From an optimization exercise on the open Yosys and OpenROAD flow, aimed at small area; shortcuts taken in it are not production practice.
RTL that was checked went through simulation tests only; none was proved equivalent to the original.
Function not checked in run 7: the RTL went through the layout flow alone.
The clock port is modelled as an ideal driver; clocking choices that lean on that would not hold on a real chip.
Power figures rest on the tool's default switching activity, not on a simulated workload.

## flow/flow/run.sh

```bash
#!/bin/bash
# The standard layout (standard.sh), with changes made through ORFS's own
# variables and hooks: the port buffers are sky130_fd_sc_hd__buf_1; clock
# tree synthesis inserts no dummy loads and builds the tree from clkbuf_4;
# after it, post_cts.tcl upsizes to clkbuf_8 the clock buffers whose
# estimated clock-pin slew is over LEAF_SLEW_PS.
set -euo pipefail
export BUFFER_PORTS_ARGS="-buffer_cell sky130_fd_sc_hd__buf_1"
export CTS_ARGS="-sink_clustering_enable -repair_clock_nets -dont_use_dummy_load -buf_list sky130_fd_sc_hd__clkbuf_4"
export POST_CTS_TCL="$(pwd)/flow/post_cts.tcl"
export LEAF_SLEW_PS=115
bash standard.sh > standard.log 2>&1
```

## flow/flow/post_cts.tcl

```tcl
# Upsize to clkbuf_8 each clock buffer that drives flip-flops and whose
# estimated clock-pin slew is over LEAF_SLEW_PS, repeating until none is, then
# legalize the placement again.
set big [get_lib_cells sky130_fd_sc_hd__clkbuf_8]
set changed 1
while {$changed} {
  set changed 0
  estimate_parasitics -placement
  foreach net [get_nets clknet_*] {
    set worst 0
    set flops 0
    foreach pin [get_pins -of_objects $net -filter "direction == input"] {
      if {[get_property $pin name] eq "CLK"} { incr flops }
      foreach edge {rise fall} {
        foreach a {min max} {
          set s [sta::time_ui_sta [get_property $pin slew_${a}_$edge]]
          set worst [expr {max($worst, $s * 1e12)}]
        }
      }
    }
    set drv [get_cells -of_objects [get_pins -of_objects $net -filter "direction == output"]]
    puts "clock net [get_full_name $net]: [get_property $drv ref_name], $flops flip-flops, estimated slew [format %.1f $worst] ps"
    if {$flops > 0 && $worst > $::env(LEAF_SLEW_PS) && [get_property $drv ref_name] ne "sky130_fd_sc_hd__clkbuf_8"} {
      puts "upsizing [get_full_name $drv]"
      replace_cell $drv $big
      set changed 1
    }
  }
}
detailed_placement
check_placement -verbose
```

## flow/standard.sh

```bash
#!/bin/bash
# synth_recipe.tcl (not shown) runs the flow's synth.tcl, then flattens the netlist and writes it again
# the make line also repeats each setting of config.mk as NAME=value (left out here)
make -C /OpenROAD-flow-scripts/flow DESIGN_CONFIG=/design/flow/config.mk WORK_HOME=/design/flow/orfs CLKGATE_MAP_FILE= SYNTH_SCRIPT=/design/flow/synth_recipe.tcl "${@:-finish}"
```

## flow/config.mk

```make
export PLATFORM = sky130hd
export DESIGN_NAME = FSM_Fan
export DESIGN_NICKNAME = FSM_Fan
export VERILOG_FILES = /design/flow/design.v
export SDC_FILE = /design/flow/constraint.sdc
export NUM_CORES = 4
export LEC_CHECK = 0
export CAP_MARGIN = 0
export CORE_MARGIN = 2
export CORE_UTILIZATION = 80
export SLEW_MARGIN = 0
```

## flow/constraint.sdc

```tcl
create_clock -name core_clock -period 10.0 [get_ports {i_clk}]
set_input_delay 2.0000 -clock core_clock [delete_from_list [all_inputs] [get_ports {i_clk}]]
set_output_delay 2.0000 -clock core_clock [all_outputs]
set_load 0.01 [all_outputs]
```

## flow/design.v

```verilog
`timescale 1ns / 1ps
module FSM_Fan(
    input i_clk,
    input i_reset,
    input [3:0] i_button,
    output o_motor,
    output [3:0] o_light,
    output [3:0] o_FND_Digit,
    output [7:0] o_FND_Font
    );
    wire [3:0] w_event;
    genvar g;
    generate
        for (g = 0; g < 4; g = g + 1) begin : deb
            reg         r_state;
            reg  [19:0] r_cnt;
            wire        en = i_button[g] ^ r_state;
            wire [20:0] c;
            wire [19:0] sum = r_cnt ^ c[19:0];
            assign c[0] = en;
            assign c[20:1] = r_cnt & c[19:0];
            wire        full = r_cnt[6] & r_cnt[9] & r_cnt[14] & ~|r_cnt[19:16];
            wire        flip = en & full;
            assign w_event[g] = flip & r_state;
            always @(posedge i_clk or posedge i_reset) begin
                if (i_reset) begin
                    r_state <= 1'b0;
                    r_cnt   <= 20'h10000;
                end else begin
                    r_state <= r_state ^ flip;
                    r_cnt   <= (sum & ~(20'h04241 & {20{flip}})) | {3'd0, flip, 16'd0};
                end
            end
        end
    endgenerate
    reg [1:0] r_stage, r_next;
    wire [3:0] w_own = 4'b0001 << r_next;
    wire [3:0] w_cand = w_event & ~w_own;
    wire [1:0] w_sel = w_cand[0] ? 2'd0 : w_cand[1] ? 2'd1 : w_cand[2] ? 2'd2 : 2'd3;
    always @(posedge i_clk or posedge i_reset) begin
        if (i_reset) begin
            r_stage <= 2'd0;
            r_next  <= 2'd0;
        end else begin
            r_stage <= r_next;
            if (|w_cand) r_next <= w_sel;
        end
    end
    reg [6:0] r_p;
    reg [9:0] r_f;
    reg [1:0] r_pos;
    wire w_tick = (r_p == 7'd38);
    wire w_p49  = (r_p == 7'd68);
    wire [10:0] w_fc;
    wire [9:0]  w_fsum = r_f ^ w_fc[9:0];
    assign w_fc[0] = w_tick;
    assign w_fc[10:1] = r_f & w_fc[9:0];
    always @(posedge i_clk or posedge i_reset) begin
        if (i_reset) begin
            r_p   <= 7'd9;
            r_f   <= 10'd24;
            r_pos <= 2'd0;
        end else begin
            r_p <= {r_p[5:0], ~(r_p[6] ^ r_p[2]) ^ w_tick};
            r_f <= w_fsum | (10'd24 & {10{w_fc[10]}});
            if (w_p49 && r_f == 10'd524) r_pos <= r_pos + 2'd1;
        end
    end
    assign o_motor = (r_stage == 2'd1) ? (r_f < 10'd357) :
                     (r_stage == 2'd2) ? (r_f < 10'd690) :
                     (r_stage == 2'd3) ? ~&r_f : 1'b0;
    assign o_light = {1'b0, r_stage == 2'd3, r_stage[1], r_stage != 2'd0};
    assign o_FND_Digit = ~(4'b0001 << r_pos);
    reg [7:0] r_font;
    always @(*) begin
        case (r_pos == 2'd0 ? r_stage : 2'd0)
            2'd0: r_font = 8'hc0;
            2'd1: r_font = 8'hf9;
            2'd2: r_font = 8'ha4;
            default: r_font = 8'hb0;
        endcase
    end
    assign o_FND_Font = r_font;
endmodule
```

==> results.py, run 1 <==
metrics = {
    "run_status": {
        "status": "no timing/DRC/antenna violations",
    },
    "die": {
        "rows": 27,
        "dieWidth_um": 79.20,
        "die_area_mm2": 0.006273,
        "core-area_mm2": 0.005473,
        "io_pins": 23,
        "start_util_pct": 82.67,
        "die_h_um": 79.20,
    },
    "sta": {
        "setup_ws_ns": 4.291,
        "fin_crit_ns": 5.709,
        "drv_slew": 0,
        "slew_headroom_pct": 34.67,
        "rsz0062_at_grt": "no",
        "setup_viol": 0,
        "tightest_slew_ns": 0.9799,
        "period_share_pct": 57.09,
        "skew_ns": 0.02944,
        "hold_viol": 0,
        "fmax_mhz": 175.2,
        "setup_tns_ns": 0,
    },
    "worst_setup_path": {
        "crit_path_end_kind": "flop",
        "crit_top_cell": "ha_1",
        "cp_slowest_stage_delay_ns": 0.20,
        "cp_data_arrival_time_ns": 6.01,
        "critPathSlowestCell": "ha_1",
        "crit_type": "input port to flop",
        "path_cells": "buf_1 > xor2_1 > ha_1 > ha_1 > ha_1 > ha_1 > ha_1 > ha_1 > ha_1 > ha_1 > ha_1 > ha_1 > ha_1 > ha_1 > ha_1 > ha_1 > ha_1 > ha_1 > ha_1 > ha_1 > ha_1 > xor2_1",
        "r2r_cells": 21,
        "reg2reg_to": "deb[2].r_cnt[19]",
        "crit_path_start_kind": "input port",
        "r2r_slack_ns": 5.61,
        "crit_fanout": 3,
        "required_ns": 10.30,
    },
    "route": {
        "drc": 0,
        "viasPerCell": 5.811,
        "first_pass_iters": 4,
        "ant_nets": 0,
        "wl_per_cell_um": 16.10,
        "drt_iter0_drc": 102,
        "via_count": 2336,
        "wirelength_um": 6471,
    },
    "logic_synthesis": {
        "synthFlopType": "dfrtp_1",
        "synth_edf_count": 0,
        "synthCells": 305,
        "ys_types": 39,
        "syn_area_per_cell_um2": 14.83,
        "synth-seq-area-share_pct": 59.40,
        "netlist_area_mm2": 0.004524,
        "yosys.area.top_type_share_pct": 54.76,
        "ys_ff_latch": 107,
        "synth-warning-count": 1,
        "yosysTopAreaCell": "dfrtp_1",
        "synthArstFlopShare_pct": 100.0,
        "synth_most_common_cell": "dfrtp_1",
        "yosys-top-cells-count": "dfrtp_1, ha_1, nor2b_1",
        "yosys-top-cells-area": "dfrtp_1, ha_1, dfstp_2",
    },
    "global_routing": {
        "grt_max_degree": 82,
        "grt_pass1_wl_um": 11360,
        "grt_pass1_vias": 2548,
        "antenna_found_initial": 0,
        "grtUsageTotal_pct": 24.42,
        "gr-total-overflow": 0,
    },
    "placement": {
        "dp_cells": 393,
        "globalplace.congestion": 0.8097,
        "hpwl_um": 4691,
        "portBuffers": 19,
        "pre_cts_ws_ns": 3.865,
    },
    "cts": {
        "cts.sinks": 107,
        "clk_latency_ns": 0.43,
        "cts_tree": "yes",
        "cts.clk_slew.worst_paths_ns": 0.08,
    },
    "worst_hold_path": {
        "hold_depth": 0,
        "min_from": "r_p[0]",
        "hp-class": "flop to flop",
        "holdPathEnd": "r_p[1]",
    },
    "pwr": {
        "power_leakage_nw": 2.768,
        "max-vdd-ir-drop_mv": 0.1758,
        "power_density_mw_per_mm2": 158.9,
    },
    "final_layout": {
        "antenna_cells": 0,
        "nNetsFinal": 428,
        "layout.cells.non_filler": 402,
        "syn2layout_area_growth_pct": 5.227,
        "drive_gt1_share_pct": 10.30,
    },
    "job": {
        "max-cap-violations": 0,
    },
}
==> how the worst max path moves through the flow <==
stage,startpoint,cells past startpoint,slack [ns],to
6_report,i_button[2],22,4.29,deb[2].r_cnt[19]
5_1_grt,i_button[2],22,4.16,deb[2].r_cnt[19]
3_5_place_dp,i_button[2],22,3.87,deb[2].r_cnt[19]
3_3_place_gp,i_button[2],22,4.02,deb[2].r_cnt[19]
2_1_floorplan,i_button[0],21,4.33,deb[0].r_cnt[19]
==> power by group <==
part           switching, mW  internal [mW]  total [mW]
Sequential            0.0201          0.487       0.507
Combinational         0.0382         0.0324      0.0707
Clock                  0.116         0.0633       0.179
==> sequential cells by signal, summed over array words and instances (netlist names), named ones only <==
| register | count |
|---|---|
| deb.r_cnt | 80 |
| r_stage | 2 |
| r_f | 10 |
| r_p | 7 |
| r_next | 2 |
| r_pos | 2 |
==> cells in the final DEF (no fill, tap or decap), drive strengths merged, types with 2 or more instances in the layout <==
cell type,n
and3,2
and2,3
nand2,4
nor2,7
dfstp,8
clkbuf,9
nand3,4
ha,90
buf,20
nor4,5
a21oi,2
conb,3
inv,8
o211a,2
nor3,4
dfrtp,99
nand2b,2
nand4,2
o21ai,2
nor2b,17
nor4b,2
or2,7
mux2,5
xor2,8
or4b,2
==> routing by layer <==
layer,vias to the layer above,track usage [%],share of wire (%)
li1,1107,-,-
met1,1187,29.31,42
met2,36,43.05,53
met3,6,7.159,3.2
met4,0,7.069,1.2
met5,-,0,0
==> cell families after synthesis <==
group           synth area share, %
compound gates                1.853
xor+xnor                      1.742
fa+ha+maj                     24.89
buf+inv                       1.493
flops                         59.40
mux                           1.466
other cells                  0.1660
simple gates                  8.988
==> stage by stage <==
step                hold slack (ns)  power [mW]  utilization, %  instance area (µm²)
floorplan                    0.3726      0.5576               -                 4528
global placement             0.3887      0.5727           85.19                 4662
detailed placement           0.3996      0.5892           85.19                 4662
global route                 0.4161      0.7984           86.99                 4761
finish                       0.4129      0.7565           86.99                 4761
==> critical path, delay by kind of cell <==
family                     cells  cell delay, ns
adders and majority gates     19            3.53
xor gates and xnor gates       2            0.34
buffers and inverters          1            0.12
==> final cells by class <==
cell class	instances	area (µm²)
clock buffer	9	98.84
fill	261	711.9
inverter	8	32.53
multi-input combinational	186	1773
sequential	107	2688
tap	72	90.09
timing repair buffer	20	78.83
==> run 2: changes to the inputs <==
--- a/flow/flow/run.sh
+++ b/flow/flow/run.sh
@@ -5,3 +5,4 @@
 # after it, post_cts.tcl upsizes to clkbuf_8 the clock buffers whose
-# estimated clock-pin slew is over LEAF_SLEW_PS.
+# estimated clock-pin slew is over LEAF_SLEW_PS, and swaps lightly loaded
+# logic cells to their drive-strength-1 variants when those are smaller.
 set -euo pipefail
--- a/flow/flow/post_cts.tcl
+++ b/flow/flow/post_cts.tcl
@@ -2,3 +2,3 @@
 # estimated clock-pin slew is over LEAF_SLEW_PS, repeating until none is, then
-# legalize the placement again.
+# legalize the placement again. Before that, downsize lightly loaded logic.
 set big [get_lib_cells sky130_fd_sc_hd__clkbuf_8]
@@ -29,2 +29,21 @@
 }
+# Swap each logic cell that has a smaller variant of the same function
+# (drive strength 1) and drives fewer than 8 pins to that variant.
+foreach inst [get_cells *] {
+  set ref [get_property $inst ref_name]
+  if {![regexp {^(sky130_fd_sc_hd__[a-z0-9]+)_([0-9]+)$} $ref -> base drive]} { continue }
+  if {$drive == 1 || [string match *clkbuf* $base] || [string match *df* $base]} { continue }
+  set small [get_lib_cells -quiet ${base}_1]
+  if {$small eq ""} { continue }
+  if {[get_property $small area] >= [get_property [get_lib_cells $ref] area]} { continue }
+  set loads 0
+  foreach pin [get_pins -of_objects $inst -filter "direction == output"] {
+    set net [get_nets -of_objects $pin]
+    if {$net ne ""} { incr loads [llength [get_pins -of_objects $net -filter "direction == input"]] }
+  }
+  if {$loads >= 8} { continue }
+  puts "downsizing [get_full_name $inst] from $ref to ${base}_1"
+  replace_cell $inst $small
+}
+
 detailed_placement
--- a/flow/config.mk
+++ b/flow/config.mk
@@ -9,3 +9,3 @@
 export CORE_MARGIN = 2
-export CORE_UTILIZATION = 80
+export CORE_UTILIZATION = 60
 export SLEW_MARGIN = 0
==> run 2 against run 1 <==
  * Power increased by 0.67%
  * Flip-flop and latch count did not move
  * Count of clock-buffer cells in the layout is the same
  * Still clean on timing, DRC and antenna
  * Wire length down 15%
  * Largest cell class unchanged
  * Via count down 4.0%
  * Cell count is 6.7% higher
  * Die area increased by 32%
==> results.py, run 2 <==
metrics = {
    "run_status": {
        "status": "no timing/DRC/antenna violations",
    },
    "logic_synthesis": {
        "ys_ff_latch": 107,
        "synthCells": 305,
        "syn_area_per_cell_um2": 14.83,
        "synthArstFlopShare_pct": 100.0,
        "synth_compound_gate_area_share_pct": 1.853,
        "synth-warning-count": 1,
        "synth_top_family_by_area": "adder cells",
        "yosysTopAreaCell": "dfrtp_1",
        "synth_most_common_cell": "dfrtp_1",
        "yosys-top-cells-count": "dfrtp_1, ha_1, nor2b_1",
        "synth-simple-area-share_pct": 8.988,
        "yosys.area.top_type_share_pct": 54.76,
        "netlist_area_mm2": 0.004524,
        "yosys-top-cells-area": "dfrtp_1, ha_1, dfstp_2",
        "synthFlopType": "dfrtp_1",
        "synth-seq-area-share_pct": 59.40,
        "synth_edf_count": 0,
        "synth.area.mux_share_pct": 1.466,
        "synth_xor_area_share_pct": 1.742,
        "synth_fa_ha_area_share_pct": 24.89,
        "ys_types": 39,
    },
    "global_routing": {
        "grt_pass1_wl_um": 10040,
        "grt_max_degree": 80,
        "antenna_found_initial": 0,
        "grt_pass1_vias": 2313,
        "grtUsageTotal_pct": 15.58,
        "gr-total-overflow": 0,
    },
    "worst_setup_path": {
        "cp_data_arrival_time_ns": 5.85,
        "r2r_slack_ns": 5.77,
        "crit_path_end_kind": "flop",
        "crit_path_start_kind": "input port",
        "crit_type": "input port to flop",
        "required_ns": 10.31,
        "crit_fanout": 3,
    },
    "sta": {
        "rsz0062_at_grt": "no",
        "hold_viol": 0,
        "setup_tns_ns": 0,
        "drv_slew": 0,
        "period_share_pct": 55.35,
        "fin_crit_ns": 5.535,
        "skew_ns": 0.02494,
        "fmax_mhz": 180.7,
        "tightest_slew_ns": 0.9533,
        "setup_viol": 0,
        "slew_headroom_pct": 36.44,
    },
    "die": {
        "start_util_pct": 62.05,
        "die_area_mm2": 0.008251,
        "rows": 31,
        "die_h_um": 90.84,
        "io_pins": 23,
        "dieWidth_um": 90.84,
        "core-area_mm2": 0.007292,
    },
    "route": {
        "via_count": 2243,
        "viasPerCell": 5.228,
        "drt_iter0_drc": 59,
        "first_pass_iters": 4,
        "wl_per_cell_um": 12.75,
        "drc": 0,
        "wirelength_um": 5470,
        "ant_nets": 0,
    },
    "final_layout": {
        "final_cell_mix": "dfrtp_1, ha_1, buf_1, nor2b_1",
        "layout.cells.non_filler": 429,
        "fin_util_pct": 65.82,
        "drive_gt1_share_pct": 9.697,
        "nNetsFinal": 428,
        "antenna_cells": 0,
        "final_common_cell": "dfrtp_1",
        "reg.largest.list": "deb.r_cnt (80), r_f (10), r_p (7)",
        "design_area_mm2": 0.004800,
        "n_fill_cell": 552,
        "regMostFlops": "deb.r_cnt",
        "largest_reg_flops": 80,
        "syn2layout_area_growth_pct": 6.084,
    },
    "pwr": {
        "p_int_mw": 0.5885,
        "power_frac_seq_pct": 66.2,
        "power_density_mw_per_mm2": 158.7,
        "switchingPower_mw": 0.1730,
        "power_leakage_nw": 2.774,
        "switching_share_pct": 22.72,
        "pwr-share-comb_pct": 8.4,
        "power_mw": 0.7615,
        "max-vdd-ir-drop_mv": 0.1360,
        "p_clk_share_pct": 25.4,
    },
    "cts": {
        "cts.clk_slew.worst_paths_ns": 0.08,
        "cts_tree": "yes",
        "clk_latency_ns": 0.44,
        "cts.sinks": 107,
    },
    "placement": {
        "dp_cells": 420,
        "portBuffers": 19,
        "globalplace.congestion": 0.7125,
        "placed_cell_area_mm2": 0.004696,
        "hpwl_um": 3982,
    },
    "worst_hold_path": {
        "hp-class": "flop to flop",
    },
    "job": {
        "max-cap-violations": 0,
    },
}
run 2: cell counts after synthesis:
No cell type changed its count.
run 2: worst paths after layout:
check	start	endpoint	depth (start not counted)
max	i_button[2]	deb[2].r_cnt[19]	22
max reg2reg	flop	deb[2].r_cnt[19]	21
max in group asynchronous	i_reset	async pin	3
min	r_p[4]	r_p[5]	0
min reg2reg	r_p[4]	r_p[5]	0
min in group asynchronous	i_reset	deb[2].r_cnt[19]	2
run 2: layout make-up:
type	count	area (µm²)	share of cell area, %
flip-flops and latches	107	2688	56.00
inverters	8	32.53	0.6778
clock buffers	9	111.4	2.320
multi-input cells	186	1765	36.78
repair buffers	20	78.83	1.642
well taps	99	123.9	2.581
run 2: power by group through the flow:
stage	logic [mW]	registers (mW)	clock network, mW
6_report	0.0640	0.504	0.193
5_1_grt	0.0807	0.510	0.221
3_5_place_dp	0.0680	0.514	0
3_3_place_gp	0.0615	0.512	0
2_1_floorplan	0.0486	0.509	0
run 2: cell families after synthesis:
kind of cell             after synthesis
flip-flops                           107
adder cells (fa/ha/maj)               90
AND/OR/NAND/NOR                       66
buffers and inverters                 13
AO/OA/AOI/OAI                         12
XOR/XNOR                               9
multiplexers                           6
other                                  2
run 2: metal layers:
metal	part of all wire, %	track usage [%]	vias up	wire length (µm)
li1	-	-	1104	-
met1	49	19.13	1100	2655
met2	46	25.81	31	2522
met3	3.7	5.008	8	202
met4	1.6	6.061	0	90
met5	0	0	-	0
run 2: metrics by stage:
stage          hold WS [ns]  setup slack (ns)
6_report             0.4001             4.465
3_5_place_dp         0.3930             3.970
5_1_grt              0.4124             4.288
2_1_floorplan        0.3726             4.328
3_3_place_gp         0.3887             4.019
run 2: worst max-delay path, cell delays in order:
cell	delay (ns)
buf_1	0.10
xor2_1	0.18
ha_1	0.19
ha_1	0.18
ha_1	0.18
ha_1	0.18
ha_1	0.18
ha_1	0.18
ha_1	0.18
ha_1	0.18
ha_1	0.18
ha_1	0.18
ha_1	0.18
ha_1	0.18
ha_1	0.18
ha_1	0.18
ha_1	0.18
ha_1	0.19
ha_1	0.18
ha_1	0.17
ha_1	0.18
xor2_1	0.13
==> run 3: changes to the inputs <==
--- a/flow/config.mk
+++ b/flow/config.mk
@@ -9,3 +9,4 @@
 export CORE_MARGIN = 2
-export CORE_UTILIZATION = 60
+export CORE_UTILIZATION = 90
+export PLACE_DENSITY = 0.9
 export SLEW_MARGIN = 0
==> run 3 against run 2 <==
  * The flow now stops in global placement without I/O
  * Synthesized cell count did not move
  * Synthesized area did not move
==> results.py, run 3 <==
metrics = {
    "logic_synthesis": {
        "synth_top_family_by_area": "adder cells",
        "synthFlopType": "dfrtp_1",
        "yosys.area.top_type_share_pct": 54.76,
        "synthArstFlopShare_pct": 100.0,
        "synth_edf_count": 0,
        "yosysTopAreaCell": "dfrtp_1",
        "yosys-top-cells-count": "dfrtp_1, ha_1, nor2b_1",
        "netlist_area_mm2": 0.004524,
        "synth-seq-area-share_pct": 59.40,
        "synthCells": 305,
        "yosys-top-cells-area": "dfrtp_1, ha_1, dfstp_2",
        "ys_ff_latch": 107,
        "synth-warning-count": 1,
        "synth_xor_area_share_pct": 1.742,
        "synth-simple-area-share_pct": 8.988,
        "synth_most_common_cell": "dfrtp_1",
        "synth_compound_gate_area_share_pct": 1.853,
        "synth.area.mux_share_pct": 1.466,
        "syn_area_per_cell_um2": 14.83,
        "ys_types": 39,
        "synth_fa_ha_area_share_pct": 24.89,
    },
    "run_status": {
        "status": "aborted with a tool error",
        "lastStage": "global placement without I/O",
        "stop_error": "[ERROR GPL-0301] Utilization 102.216 % exceeds 100%.",
    },
    "die": {
        "start_util_pct": 94.54,
        "dieWidth_um": 74.90,
        "rows": 25,
        "die_h_um": 74.90,
    },
}
-- run 3: cell counts after synthesis --
Identical to the previous run, type by type.
-- run 3: cell families after synthesis --
family	Yosys count
DFF	107
adders and majority gates	90
and+or+nand+nor	66
buffers and inverters	13
AOI/OAI and AO/OA	12
xor gates and xnor gates	9
muxes	6
other	2
==> run 4: changes to the inputs <==
--- a/flow/config.mk
+++ b/flow/config.mk
@@ -9,4 +9,3 @@
 export CORE_MARGIN = 2
-export CORE_UTILIZATION = 90
-export PLACE_DENSITY = 0.9
+export CORE_UTILIZATION = 80
 export SLEW_MARGIN = 0
==> run 4 against run 3 <==
  * The run now finishes clean
  * Synthesized cell count stayed put
  * Synthesized area stayed put
==> results.py, run 4 <==
metrics = {
    "run_status": {
        "status": "no timing/DRC/antenna violations",
    },
    "pwr": {
        "pwr-share-comb_pct": 9.3,
        "p_clk_share_pct": 23.7,
        "power_density_mw_per_mm2": 159.1,
        "p_int_mw": 0.5823,
        "switchingPower_mw": 0.1741,
        "switching_share_pct": 23.02,
        "max-vdd-ir-drop_mv": 0.1758,
        "power_frac_seq_pct": 67.0,
        "power_leakage_nw": 2.769,
        "power_mw": 0.7564,
    },
    "global_routing": {
        "gr-total-overflow": 0,
        "antenna_found_initial": 0,
        "grtUsageTotal_pct": 24.42,
        "grt_pass1_wl_um": 11360,
        "grt_pass1_vias": 2551,
        "grt_max_degree": 82,
    },
    "die": {
        "dieWidth_um": 79.20,
        "die_area_mm2": 0.006273,
        "core-area_mm2": 0.005473,
        "start_util_pct": 82.67,
        "rows": 27,
        "io_pins": 23,
        "die_h_um": 79.20,
    },
    "sta": {
        "period_share_pct": 57.15,
        "setup_tns_ns": 0,
        "whs_ns": 0.4064,
        "fmax_mhz": 175.0,
        "hold_viol": 0,
        "setup_viol": 0,
        "tightest_slew_ns": 0.9802,
        "skew_ns": 0.02952,
        "rsz0062_at_grt": "no",
        "slew_headroom_pct": 34.65,
        "setup_ws_ns": 4.285,
        "drv_slew": 0,
        "fin_crit_ns": 5.715,
    },
    "final_layout": {
        "final_common_cell": "dfrtp_1",
        "regArea_mm2": 0.002688,
        "antenna_cells": 0,
        "n_fill_cell": 264,
        "largest_reg_flops": 80,
        "nNetsFinal": 428,
        "reg.largest.list": "deb.r_cnt (80), r_f (10), r_p (7)",
        "syn2layout_area_growth_pct": 5.061,
        "multiInputGateArea_mm2": 0.001765,
        "drive_gt1_share_pct": 9.697,
        "final_cell_mix": "dfrtp_1, ha_1, buf_1, nor2b_1",
        "layout.cells.non_filler": 402,
        "fin_util_pct": 86.85,
        "design_area_mm2": 0.004753,
        "regMostFlops": "deb.r_cnt",
    },
    "route": {
        "route.met3.wl_um": 205,
        "viasPerCell": 5.806,
        "wl_met1_um": 2743,
        "drt_iter0_drc": 92,
        "ant_nets": 0,
        "via_count": 2334,
        "highest_layer": "met4",
        "wl_per_cell_um": 16.10,
        "met2WireLength_um": 3447,
        "drc": 0,
        "wirelength_um": 6473,
        "first_pass_iters": 4,
    },
    "placement": {
        "hpwl_um": 4691,
        "globalplace.congestion": 0.8097,
        "portBuffers": 19,
        "placed_cell_area_mm2": 0.004662,
        "pre_cts_ws_ns": 3.865,
        "dp_cells": 393,
    },
    "logic_synthesis": {
        "yosys-top-cells-count": "dfrtp_1, ha_1, nor2b_1",
        "synth-seq-area-share_pct": 59.40,
        "synthArstFlopShare_pct": 100.0,
        "synth_xor_area_share_pct": 1.742,
        "synth-simple-area-share_pct": 8.988,
        "synth_edf_count": 0,
        "synth.area.mux_share_pct": 1.466,
        "synth-warning-count": 1,
        "ys_types": 39,
        "syn_area_per_cell_um2": 14.83,
        "netlist_area_mm2": 0.004524,
        "synth_most_common_cell": "dfrtp_1",
        "yosys.area.top_type_share_pct": 54.76,
        "synth_fa_ha_area_share_pct": 24.89,
        "synthFlopType": "dfrtp_1",
        "synth_top_family_by_area": "adder cells",
        "yosysTopAreaCell": "dfrtp_1",
        "synthCells": 305,
        "yosys-top-cells-area": "dfrtp_1, ha_1, dfstp_2",
        "synth_compound_gate_area_share_pct": 1.853,
        "ys_ff_latch": 107,
    },
    "cts": {
        "cts.sinks": 107,
        "cts_tree": "yes",
        "clk_latency_ns": 0.43,
        "cts.clk_slew.worst_paths_ns": 0.08,
    },
    "worst_hold_path": {
        "hp-class": "flop to flop",
    },
    "worst_setup_path": {
        "crit_path_start_kind": "input port",
        "cp_slowest_stage_delay_ns": 0.20,
        "crit_fanout": 3,
        "crit_type": "input port to flop",
        "crit_path_end_kind": "flop",
        "crit_family": "adder cells",
        "required_ns": 10.30,
        "crit_top_cell": "ha_1",
        "path_cells": "buf_1 > xor2_1 > ha_1 > ha_1 > ha_1 > ha_1 > ha_1 > ha_1 > ha_1 > ha_1 > ha_1 > ha_1 > ha_1 > ha_1 > ha_1 > ha_1 > ha_1 > ha_1 > ha_1 > ha_1 > ha_1 > xor2_1",
        "critPathSlowestCell": "ha_1",
        "cp_data_arrival_time_ns": 6.01,
        "path_buf_inv": 1,
    },
    "job": {
        "max-cap-violations": 0,
    },
}
## run 4: cell families (layout without fill, tap and decap cells)
kind of cell | Yosys count | count (layout)
other | 2 | 3
buffers and inverters | 13 | 37
muxes | 6 | 6
and+or+nand+nor | 66 | 66
DFF | 107 | 107
AOI/OAI and AO/OA | 12 | 12
adders and majority gates | 90 | 90
xor gates and xnor gates | 9 | 9
## run 4: final timing paths
path                            cells after the start  slack (ns)   startpoint          endpoint
worst min-delay path                                0        0.41       r_p[0]            r_p[1]
worst min register to register                      0        0.41       r_p[0]            r_p[1]
max in group asynchronous                           3        7.18      i_reset            r_p[5]
min in group asynchronous                           2        1.52      i_reset  deb[0].r_cnt[13]
worst max-delay path                               22        4.29  i_button[2]  deb[2].r_cnt[19]
worst max register to register                     21        5.60         flop  deb[2].r_cnt[19]
## run 4: layout make-up
| cell class | instances | area share [%] |
|---|---|---|
| Clock buffer | 9 | 2.079 |
| Multi-Input combinational cell | 186 | 37.14 |
| Inverter | 8 | 0.6844 |
| Tap cell | 72 | 1.895 |
| Sequential cell | 107 | 56.54 |
| Timing Repair Buffer | 20 | 1.658 |
## run 4: metal layers
layer | global-route usage [%] | up-vias
li1 | - | 1107
met1 | 29.31 | 1185
met2 | 43.05 | 36
met3 | 7.159 | 6
met4 | 7.069 | 0
met5 | 0 | -
## run 4: power groups by stage
stage,registers (mW),logic (mW),clock network (mW)
after floorplan,0.509,0.0486,0
after global placement,0.512,0.0604,0
after detailed placement,0.516,0.0734,0
after global routing,0.512,0.0858,0.201
final,0.507,0.0707,0.179
==> run 5: changes to the inputs <==
--- a/flow/flow/run.sh
+++ b/flow/flow/run.sh
@@ -9,3 +9,3 @@
 export BUFFER_PORTS_ARGS="-buffer_cell sky130_fd_sc_hd__buf_1"
-export CTS_ARGS="-sink_clustering_enable -repair_clock_nets -dont_use_dummy_load -buf_list sky130_fd_sc_hd__clkbuf_4"
+export CTS_ARGS="-sink_clustering_enable -repair_clock_nets -dont_use_dummy_load -buf_list sky130_fd_sc_hd__clkbuf_4 -sink_clustering_size 10 -sink_clustering_max_diameter 30"
 export POST_CTS_TCL="$(pwd)/flow/post_cts.tcl"
==> run 5 against run 4 <==
  * Still clean
  * Flip-flop and latch count unchanged
  * Final area unchanged
  * First-iteration DRC count unchanged
  * Wire length unchanged
  * Synthesized area unchanged
  * Largest cell class unchanged
==> results.py, run 5 <==
metrics = {
    "worst_setup_path": {
        "path_buf_inv": 1,
        "cp_slowest_stage_delay_ns": 0.20,
        "crit_start": "i_button[2]",
        "crit_fanout": 3,
        "crit_top_cell": "ha_1",
        "cp_data_arrival_time_ns": 6.01,
        "crit_type": "input port to flop",
        "crit_path_end_kind": "flop",
        "critPathSlowestCell": "ha_1",
        "required_ns": 10.30,
        "crit_path_start_kind": "input port",
        "path_cells": "buf_1 > xor2_1 > ha_1 > ha_1 > ha_1 > ha_1 > ha_1 > ha_1 > ha_1 > ha_1 > ha_1 > ha_1 > ha_1 > ha_1 > ha_1 > ha_1 > ha_1 > ha_1 > ha_1 > ha_1 > ha_1 > xor2_1",
        "crit_family": "adder cells",
    },
    "final_layout": {
        "final_common_cell": "dfrtp_1",
        "fin_util_pct": 86.85,
        "regMostFlops": "deb.r_cnt",
        "nNetsFinal": 428,
        "largest_reg_flops": 80,
        "drive_gt1_share_pct": 9.697,
        "antenna_cells": 0,
        "syn2layout_area_growth_pct": 5.061,
        "final_cell_mix": "dfrtp_1, ha_1, buf_1, nor2b_1",
        "reg.largest.list": "deb.r_cnt (80), r_f (10), r_p (7)",
    },
    "logic_synthesis": {
        "yosys-top-cells-area": "dfrtp_1, ha_1, dfstp_2",
        "yosys-top-cells-count": "dfrtp_1, ha_1, nor2b_1",
        "yosysTopAreaCell": "dfrtp_1",
        "synthFlopType": "dfrtp_1",
        "synth_most_common_cell": "dfrtp_1",
        "syn_area_per_cell_um2": 14.83,
        "synth-seq-area-share_pct": 59.40,
        "yosys.area.top_type_share_pct": 54.76,
        "ys_ff_latch": 107,
        "synthArstFlopShare_pct": 100.0,
        "synthCells": 305,
        "netlist_area_mm2": 0.004524,
        "synth-warning-count": 1,
        "ys_types": 39,
        "synth_edf_count": 0,
    },
    "die": {
        "die_h_um": 79.20,
        "start_util_pct": 82.67,
        "dieWidth_um": 79.20,
        "rows": 27,
        "io_pins": 23,
        "core-area_mm2": 0.005473,
        "die_area_mm2": 0.006273,
    },
    "route": {
        "wl_per_cell_um": 16.10,
        "drt_iter0_drc": 92,
        "ant_nets": 0,
        "via_count": 2334,
        "first_pass_iters": 4,
        "viasPerCell": 5.806,
        "wirelength_um": 6473,
        "drc": 0,
    },
    "pwr": {
        "max-vdd-ir-drop_mv": 0.1758,
        "power_density_mw_per_mm2": 159.1,
        "power_leakage_nw": 2.769,
    },
    "global_routing": {
        "grt_pass1_vias": 2551,
        "antenna_found_initial": 0,
        "grt_pass1_wl_um": 11360,
        "gr-total-overflow": 0,
        "grtUsageTotal_pct": 24.42,
        "grt_max_degree": 82,
    },
    "run_status": {
        "status": "no timing/DRC/antenna violations",
    },
    "cts": {
        "clk_latency_ns": 0.43,
        "cts.clk_slew.worst_paths_ns": 0.08,
        "cts_tree": "yes",
        "cts.sinks": 107,
    },
    "job": {
        "max-cap-violations": 0,
    },
    "sta": {
        "period_share_pct": 57.15,
        "slew_headroom_pct": 34.65,
        "fin_crit_ns": 5.715,
        "fmax_mhz": 175.0,
        "skew_ns": 0.02952,
        "drv_slew": 0,
        "tightest_slew_ns": 0.9802,
        "setup_viol": 0,
        "rsz0062_at_grt": "no",
        "hold_viol": 0,
        "setup_tns_ns": 0,
    },
    "placement": {
        "portBuffers": 19,
        "hpwl_um": 4691,
        "globalplace.congestion": 0.8097,
    },
    "worst_hold_path": {
        "hp-class": "flop to flop",
        "min_from": "r_p[0]",
    },
}
## run 5: cell counts in the layout (fill, tap and decap cells not counted)
No cell type changed its count.
## run 5: cell families after synthesis
| group | after synthesis | synth area share, % |
|---|---|---|
| compound gates | 12 | 1.853 |
| other cells | 2 | 0.1660 |
| fa+ha+maj | 90 | 24.89 |
| mux | 6 | 1.466 |
| simple gates | 66 | 8.988 |
| flops | 107 | 59.40 |
| xor+xnor | 9 | 1.742 |
| buf+inv | 13 | 1.493 |
## run 5: report_power, final
part           internal (mW)  total (mW)  switching, mW
logic                 0.0325      0.0707         0.0382
registers              0.487       0.507         0.0201
clock network         0.0633       0.179          0.116
## run 5: worst paths after layout
check | end | slack (ns) | cells after the start
worst max-delay path | deb[2].r_cnt[19] | 4.29 | 22
worst min-delay path | r_p[1] | 0.41 | 0
worst max register to register | deb[2].r_cnt[19] | 5.60 | 21
worst min register to register | r_p[1] | 0.41 | 0
max in group asynchronous | r_p[5] | 7.18 | 3
min in group asynchronous | deb[0].r_cnt[13] | 1.52 | 2
## run 5: layout make-up
cell class | instances | area (µm²)
tap | 72 | 90.09
multi-input combinational | 186 | 1765
timing repair buffer | 20 | 78.83
clock buffer | 9 | 98.84
fill | 264 | 719.4
inverter | 8 | 32.53
sequential | 107 | 2688
## run 5: through the flow
step / cell area [µm²] / std cells / worst slack, ns / power, mW / hold WS [ns]
final: 4753 / 402 / 4.285 / 0.7564 / 0.4064
after global routing: 4753 / 402 / 4.164 / 0.7984 / 0.4107
after detailed placement: 4662 / 393 / 3.865 / 0.5892 / 0.3996
after global placement: 4662 / 393 / 4.021 / 0.5727 / 0.3887
after floorplan: 4528 / 306 / 4.328 / 0.5576 / 0.3726
## run 5: metal layers
metal / GRT usage [%] / vias up / part of all wire [%]
li1: - / 1107 / -
met1: 29.31 / 1185 / 42
met2: 43.05 / 36 / 53
met3: 7.159 / 6 / 3.2
met4: 7.069 / 0 / 1.2
met5: 0 / - / 0
==> run 6: changes to the inputs <==
--- a/flow/flow/run.sh
+++ b/flow/flow/run.sh
@@ -9,3 +9,3 @@
 export BUFFER_PORTS_ARGS="-buffer_cell sky130_fd_sc_hd__buf_1"
-export CTS_ARGS="-sink_clustering_enable -repair_clock_nets -dont_use_dummy_load -buf_list sky130_fd_sc_hd__clkbuf_4 -sink_clustering_size 10 -sink_clustering_max_diameter 30"
+export CTS_ARGS="-sink_clustering_enable -repair_clock_nets -dont_use_dummy_load -buf_list sky130_fd_sc_hd__clkbuf_4 -sink_clustering_size 12 -sink_clustering_max_diameter 40 -sink_clustering_buffer sky130_fd_sc_hd__clkbuf_4"
 export POST_CTS_TCL="$(pwd)/flow/post_cts.tcl"
==> run 6 against run 5 <==
  * Still clean
  * Final area unchanged
  * Synthesized area unchanged
  * First-iteration DRC count unchanged
  * Via count unchanged
  * Sequential power about the same
  * Die area unchanged
  * Critical path type unchanged
  * Largest power group unchanged
==> results.py, run 6 <==
metrics = {
    "worst_setup_path": {
        "cp_slowest_stage_delay_ns": 0.20,
        "crit_fanout": 3,
        "crit_type": "input port to flop",
        "path_cells": "buf_1 > xor2_1 > ha_1 > ha_1 > ha_1 > ha_1 > ha_1 > ha_1 > ha_1 > ha_1 > ha_1 > ha_1 > ha_1 > ha_1 > ha_1 > ha_1 > ha_1 > ha_1 > ha_1 > ha_1 > ha_1 > xor2_1",
        "crit_family": "adder cells",
        "required_ns": 10.30,
        "critPathSlowestCell": "ha_1",
        "crit_top_cell": "ha_1",
        "crit_path_end_kind": "flop",
        "crit_path_start_kind": "input port",
        "cp_data_arrival_time_ns": 6.01,
        "path_buf_inv": 1,
    },
    "die": {
        "io_pins": 23,
        "die_h_um": 79.20,
        "die_area_mm2": 0.006273,
        "rows": 27,
        "core-area_mm2": 0.005473,
        "dieWidth_um": 79.20,
        "start_util_pct": 82.67,
    },
    "worst_hold_path": {
        "hp-class": "flop to flop",
    },
    "logic_synthesis": {
        "synthFlopType": "dfrtp_1",
        "synth_edf_count": 0,
        "synth_most_common_cell": "dfrtp_1",
        "synthArstFlopShare_pct": 100.0,
        "yosys-top-cells-area": "dfrtp_1, ha_1, dfstp_2",
        "netlist_area_mm2": 0.004524,
        "yosysTopAreaCell": "dfrtp_1",
        "ys_types": 39,
        "synth-warning-count": 1,
        "syn_area_per_cell_um2": 14.83,
        "synth-seq-area-share_pct": 59.40,
        "yosys-top-cells-count": "dfrtp_1, ha_1, nor2b_1",
        "synthCells": 305,
        "ys_ff_latch": 107,
        "yosys.area.top_type_share_pct": 54.76,
    },
    "final_layout": {
        "design_area_mm2": 0.004753,
        "reg.largest.list": "deb.r_cnt (80), r_f (10), r_p (7)",
        "nNetsFinal": 428,
        "final_cell_mix": "dfrtp_1, ha_1, buf_1, nor2b_1",
        "syn2layout_area_growth_pct": 5.061,
        "largest_reg_flops": 80,
        "final_common_cell": "dfrtp_1",
        "regMostFlops": "deb.r_cnt",
        "drive_gt1_share_pct": 9.697,
        "antenna_cells": 0,
        "n_fill_cell": 264,
    },
    "global_routing": {
        "antenna_found_initial": 0,
        "grtUsageTotal_pct": 24.42,
        "grt_pass1_vias": 2551,
        "grt_max_degree": 82,
        "grt_pass1_wl_um": 11360,
        "gr-total-overflow": 0,
    },
    "cts": {
        "cts_tree": "yes",
        "cts.sinks": 107,
        "cts.clk_slew.worst_paths_ns": 0.08,
        "clk_latency_ns": 0.43,
    },
    "sta": {
        "whs_ns": 0.4064,
        "setup_viol": 0,
        "fin_crit_ns": 5.715,
        "slew_headroom_pct": 34.65,
        "hold_viol": 0,
        "skew_ns": 0.02952,
        "setup_tns_ns": 0,
        "tightest_slew_ns": 0.9802,
        "period_share_pct": 57.15,
        "drv_slew": 0,
        "rsz0062_at_grt": "no",
        "fmax_mhz": 175.0,
    },
    "placement": {
        "portBuffers": 19,
        "hpwl_um": 4691,
        "globalplace.congestion": 0.8097,
        "placed_cell_area_mm2": 0.004662,
    },
    "route": {
        "wl_per_cell_um": 16.10,
        "first_pass_iters": 4,
        "drt_iter0_drc": 92,
        "viasPerCell": 5.806,
        "wirelength_um": 6473,
        "ant_nets": 0,
        "drc": 0,
        "via_count": 2334,
    },
    "pwr": {
        "power_mw": 0.7564,
        "max-vdd-ir-drop_mv": 0.1758,
        "power_leakage_nw": 2.769,
        "power_density_mw_per_mm2": 159.1,
    },
    "job": {
        "max-cap-violations": 0,
    },
    "run_status": {
        "status": "no timing/DRC/antenna violations",
    },
}
run 6: cell counts after synthesis:
Identical to the previous run, type by type.
run 6: report_power, final:
part           internal [mW]  leakage [nW]  total [mW]  switching, mW
combinational         0.0325          1.31      0.0707         0.0382
clock                 0.0633        0.0544       0.179          0.116
sequential             0.487          1.40       0.507         0.0201
run 6: logic make-up after synthesis:
group                    share of synthesized area [%]
multiplexers                                     1.466
adder cells (fa/ha/maj)                          24.89
other                                           0.1660
XOR/XNOR                                         1.742
AND/OR/NAND/NOR                                  8.988
flip-flops                                       59.40
buffers and inverters                            1.493
AO/OA/AOI/OAI                                    1.853
run 6: path summary, 6_finish.rpt:
kind	slack, ns	end	depth (start not counted)	from
max	4.29	deb[2].r_cnt[19]	22	i_button[2]
min	0.41	r_p[1]	0	r_p[0]
max reg2reg	5.60	deb[2].r_cnt[19]	21	flop
min reg2reg	0.41	r_p[1]	0	r_p[0]
max in group asynchronous	7.18	r_p[5]	3	i_reset
min in group asynchronous	1.52	deb[0].r_cnt[13]	2	i_reset
run 6: area by class of cell:
| cell class | count | area, µm² | share of cell area (%) |
|---|---|---|---|
| clock buffer | 9 | 98.84 | 2.079 |
| inverter | 8 | 32.53 | 0.6844 |
| multi-input combinational | 186 | 1765 | 37.14 |
| sequential | 107 | 2688 | 56.54 |
| tap | 72 | 90.09 | 1.895 |
| timing repair buffer | 20 | 78.83 | 1.658 |
run 6: layer usage:
layer | track usage, % | share of wire [%] | vias up
met4 | 7.069 | 1.2 | 0
met3 | 7.159 | 3.2 | 6
met1 | 29.31 | 42 | 1185
met5 | 0 | 0 | -
met2 | 43.05 | 53 | 36
li1 | - | - | 1107
run 6: worst reg2reg max path, cell delays in order, from the launching register on:
cell and delay [ns]:
dfrtp_1 0.42, xor2_1 0.17, ha_1 0.19, ha_1 0.18, ha_1 0.18, ha_1 0.20, ha_1 0.19, ha_1 0.18
ha_1 0.20, ha_1 0.18, ha_1 0.18, ha_1 0.18, ha_1 0.18, ha_1 0.19, ha_1 0.18, ha_1 0.18
ha_1 0.18, ha_1 0.19, ha_1 0.20, ha_1 0.18, ha_1 0.19, xor2_1 0.15
run 6: stage by stage:
step                      cells  util (%)  worst slack, ns
after detailed placement    393     85.19            3.865
final                       402     86.85            4.285
after global routing        402     86.85            4.164
after global placement      393     85.19            4.021
after floorplan             306         -            4.328
==> run 7: changes to the inputs <==
--- a/flow/design.v
+++ b/flow/design.v
@@ -51,4 +51,4 @@
     reg [1:0] r_pos;
-    wire w_tick = (r_p == 7'd38);
-    wire w_p49  = (r_p == 7'd68);
+    wire w_tick = (r_p == 7'd89);
+    wire w_p49  = (r_p == 7'd72);
     wire [10:0] w_fc;
@@ -59,3 +59,3 @@
         if (i_reset) begin
-            r_p   <= 7'd9;
+            r_p   <= 7'd17;
             r_f   <= 10'd24;
@@ -63,3 +63,3 @@
         end else begin
-            r_p <= {r_p[5:0], ~(r_p[6] ^ r_p[2]) ^ w_tick};
+            r_p <= {r_p[5:0], ~(r_p[6] ^ r_p[3]) ^ w_tick};
             r_f <= w_fsum | (10'd24 & {10{w_fc[10]}});
--- a/flow/flow/run.sh
+++ b/flow/flow/run.sh
@@ -9,3 +9,3 @@
 export BUFFER_PORTS_ARGS="-buffer_cell sky130_fd_sc_hd__buf_1"
-export CTS_ARGS="-sink_clustering_enable -repair_clock_nets -dont_use_dummy_load -buf_list sky130_fd_sc_hd__clkbuf_4 -sink_clustering_size 12 -sink_clustering_max_diameter 40 -sink_clustering_buffer sky130_fd_sc_hd__clkbuf_4"
+export CTS_ARGS="-sink_clustering_enable -repair_clock_nets -dont_use_dummy_load -buf_list sky130_fd_sc_hd__clkbuf_4"
 export POST_CTS_TCL="$(pwd)/flow/post_cts.tcl"
==> run 7 against run 6 <==
  * Maximum frequency rose by 1.4%
  * Global-route usage fell by 0.088 points
  * Via count fell by 0.64%
  * Highest routed layer unchanged
==> results.py, run 7 <==
metrics = {
    "logic_synthesis": {
        "ys_ff_latch": 107,
        "yosys.area.top_type_share_pct": 54.86,
        "synth_compound_gate_area_share_pct": 1.829,
        "synthFlopType": "dfrtp_1",
        "ys_types": 38,
        "synth_fa_ha_area_share_pct": 24.94,
        "synth-warning-count": 1,
        "yosys-top-cells-count": "dfrtp_1, ha_1, nor2b_1",
        "netlist_area_mm2": 0.004516,
        "yosysTopAreaCell": "dfrtp_1",
        "synth_most_common_cell": "dfrtp_1",
        "synthCells": 305,
        "synth_xor_area_share_pct": 1.746,
        "syn_area_per_cell_um2": 14.81,
        "synth_edf_count": 0,
        "synth-simple-area-share_pct": 8.978,
        "synth-seq-area-share_pct": 59.52,
        "yosys-top-cells-area": "dfrtp_1, ha_1, dfstp_2",
        "synth_top_family_by_area": "adder cells",
        "synthArstFlopShare_pct": 100.0,
        "synth.area.mux_share_pct": 1.247,
    },
    "worst_setup_path": {
        "crit_type": "input port to flop",
        "required_ns": 10.30,
        "crit_fanout": 3,
        "cp_data_arrival_time_ns": 5.94,
        "crit_path_end_kind": "flop",
        "crit_path_start_kind": "input port",
    },
    "run_status": {
        "status": "no timing/DRC/antenna violations",
    },
    "job": {
        "max-cap-violations": 0,
    },
    "die": {
        "die_area_mm2": 0.006262,
        "io_pins": 23,
        "core-area_mm2": 0.005473,
        "rows": 27,
        "start_util_pct": 82.51,
        "dieWidth_um": 79.13,
        "die_h_um": 79.13,
    },
    "sta": {
        "period_share_pct": 56.34,
        "whs_ns": 0.3857,
        "setup_ws_ns": 4.366,
        "skew_ns": 0.02082,
        "tightest_slew_ns": 1.124,
        "setup_tns_ns": 0,
        "hold_viol": 0,
        "rsz0062_at_grt": "no",
        "setup_viol": 0,
        "drv_slew": 0,
        "slew_headroom_pct": 25.08,
        "fin_crit_ns": 5.634,
        "fmax_mhz": 177.5,
    },
    "route": {
        "wl_per_cell_um": 16.01,
        "viasPerCell": 5.769,
        "drc": 0,
        "wirelength_um": 6435,
        "via_count": 2319,
        "ant_nets": 0,
        "drt_iter0_drc": 80,
        "first_pass_iters": 6,
    },
    "cts": {
        "cts_tree": "yes",
        "cts.clk_slew.worst_paths_ns": 0.08,
        "cts.sinks": 107,
        "clk_latency_ns": 0.43,
    },
    "global_routing": {
        "grt_pass1_wl_um": 11250,
        "grtUsageTotal_pct": 24.33,
        "grt_pass1_vias": 2564,
        "gr-total-overflow": 0,
        "antenna_found_initial": 0,
        "grt_max_degree": 95,
    },
    "placement": {
        "placed_cell_area_mm2": 0.004653,
        "hpwl_um": 4590,
        "portBuffers": 19,
        "dp_cells": 393,
        "globalplace.congestion": 0.7798,
        "pre_cts_ws_ns": 3.928,
    },
    "worst_hold_path": {
        "hp-class": "flop to flop",
    },
    "final_layout": {
        "syn2layout_area_growth_pct": 5.265,
        "final_common_cell": "dfrtp_1",
        "layout.cells.non_filler": 402,
        "largest_reg_flops": 80,
        "nNetsFinal": 428,
        "drive_gt1_share_pct": 9.091,
        "design_area_mm2": 0.004753,
        "regMostFlops": "deb.r_cnt",
        "antenna_cells": 0,
        "final_cell_mix": "dfrtp_1, ha_1, buf_1, nor2b_1",
        "reg.largest.list": "deb.r_cnt (80), r_f (10), r_p (7)",
    },
    "pwr": {
        "power_leakage_nw": 2.757,
        "max-vdd-ir-drop_mv": 0.1591,
        "power_density_mw_per_mm2": 160.7,
    },
}
==> run 7: where the power goes <==
part	total, mW	switching, mW	internal, mW
clock network	0.187	0.119	0.0676
registers	0.507	0.0203	0.487
logic	0.0703	0.0377	0.0325
total	0.764	0.177	0.587
==> run 7: layout make-up <==
type                            instances  area (µm²)
Timing Repair Buffer                   20       78.83
Clock buffer                            9       105.1
Inverter                                9       36.28
Multi-Input combinational cell        185        1755
Sequential cell                       107        2688
Tap cell                               72       90.09
Fill cell                             264       719.4
==> run 7: final timing paths <==
path                                  start  slack [ns]  cells after the start                to
worst min register to register       r_p[5]        0.39                      0            r_p[6]
max in group asynchronous           i_reset        7.17                      3            r_f[0]
min in group asynchronous           i_reset        1.46                      2  deb[0].r_cnt[19]
worst max-delay path            i_button[1]        4.37                     22  deb[1].r_cnt[19]
worst min-delay path                 r_p[5]        0.39                      0            r_p[6]
worst max register to register         flop        5.66                     21  deb[3].r_cnt[19]
==> run 7: per-stage QoR <==
step / power, mW / utilization [%]
floorplan: 0.5577 / -
global route: 0.8059 / 86.85
finish: 0.7638 / 86.85
detailed placement: 0.5887 / 85.03
global placement: 0.5727 / 85.03
==> run 7: critical path, cell delays in order <==
cell and delay (ns):
buf_1 0.10, xor2_1 0.18, ha_1 0.19, ha_1 0.19
ha_1 0.20, ha_1 0.19, ha_1 0.18, ha_1 0.18
ha_1 0.19, ha_1 0.18, ha_1 0.18, ha_1 0.18
ha_1 0.19, ha_1 0.20, ha_1 0.18, ha_1 0.18
ha_1 0.18, ha_1 0.18, ha_1 0.18, ha_1 0.17
ha_1 0.18, xor2_1 0.13
==> run 7: per-layer routing <==
layer	up-vias	GRT usage [%]	routed length [µm]	part of all wire, %
met2	58	41.61	3296	51
li1	1110	-	-	-
met3	13	7.386	249	3.9
met1	1138	29.18	2776	43
met4	0	9.310	112	1.7
met5	-	0	0	0
==> run 7: cells by family (layout without fill, tap and decap cells) <==
family                   count (synthesis)  after routing
AND/OR/NAND/NOR                         66             66
flip-flops                             107            107
AO/OA/AOI/OAI                           12             12
multiplexers                             5              5
XOR/XNOR                                 9              9
buffers and inverters                   14             38
other                                    2              3
adder cells (fa/ha/maj)                 90             90

[what the ideal ports hide]
The flow's constraints put no driver on any port. The routed layouts listed below were extracted and timed again, unchanged, in two steps.
Step 1 (the two cells are an assumption about what drives the block):
set clk [get_ports {i_clk}]
set_driving_cell -lib_cell sky130_fd_sc_hd__clkbuf_16 $clk
set_driving_cell -lib_cell sky130_fd_sc_hd__buf_2 [delete_from_list [all_inputs] $clk]
Step 2 also shifts input and output timing later by t, the mid clock arrival at the registers, as if the neighbouring blocks saw the same clock.
Three values: ideal, step 1, step 2; two values: the first two.
| run | t, ns | slack for setup (ns) | slew at the worst register clock pin (ns) |
|---|---|---|---|
| run 1 | 0.447 | 4.291 / 4.296 / 3.850 | 0.11 / 0.11 |
| run 2 | 0.453 | 4.465 / 4.460 / 4.007 | 0.11 / 0.11 |
| run 4 | 0.447 | 4.285 / 4.291 / 3.844 | 0.11 / 0.11 |
| run 5 | 0.447 | 4.285 / 4.291 / 3.844 | 0.11 / 0.11 |
| run 6 | 0.447 | 4.285 / 4.291 / 3.844 | 0.11 / 0.11 |
| run 7 | 0.450 | 4.366 / 4.376 / 3.927 | 0.10 / 0.10 |
After both steps every run listed still meets setup and hold. For run 2, which loses most, drivers alone change the setup slack by -0.005 ns; drivers and shift together by -0.458 ns.
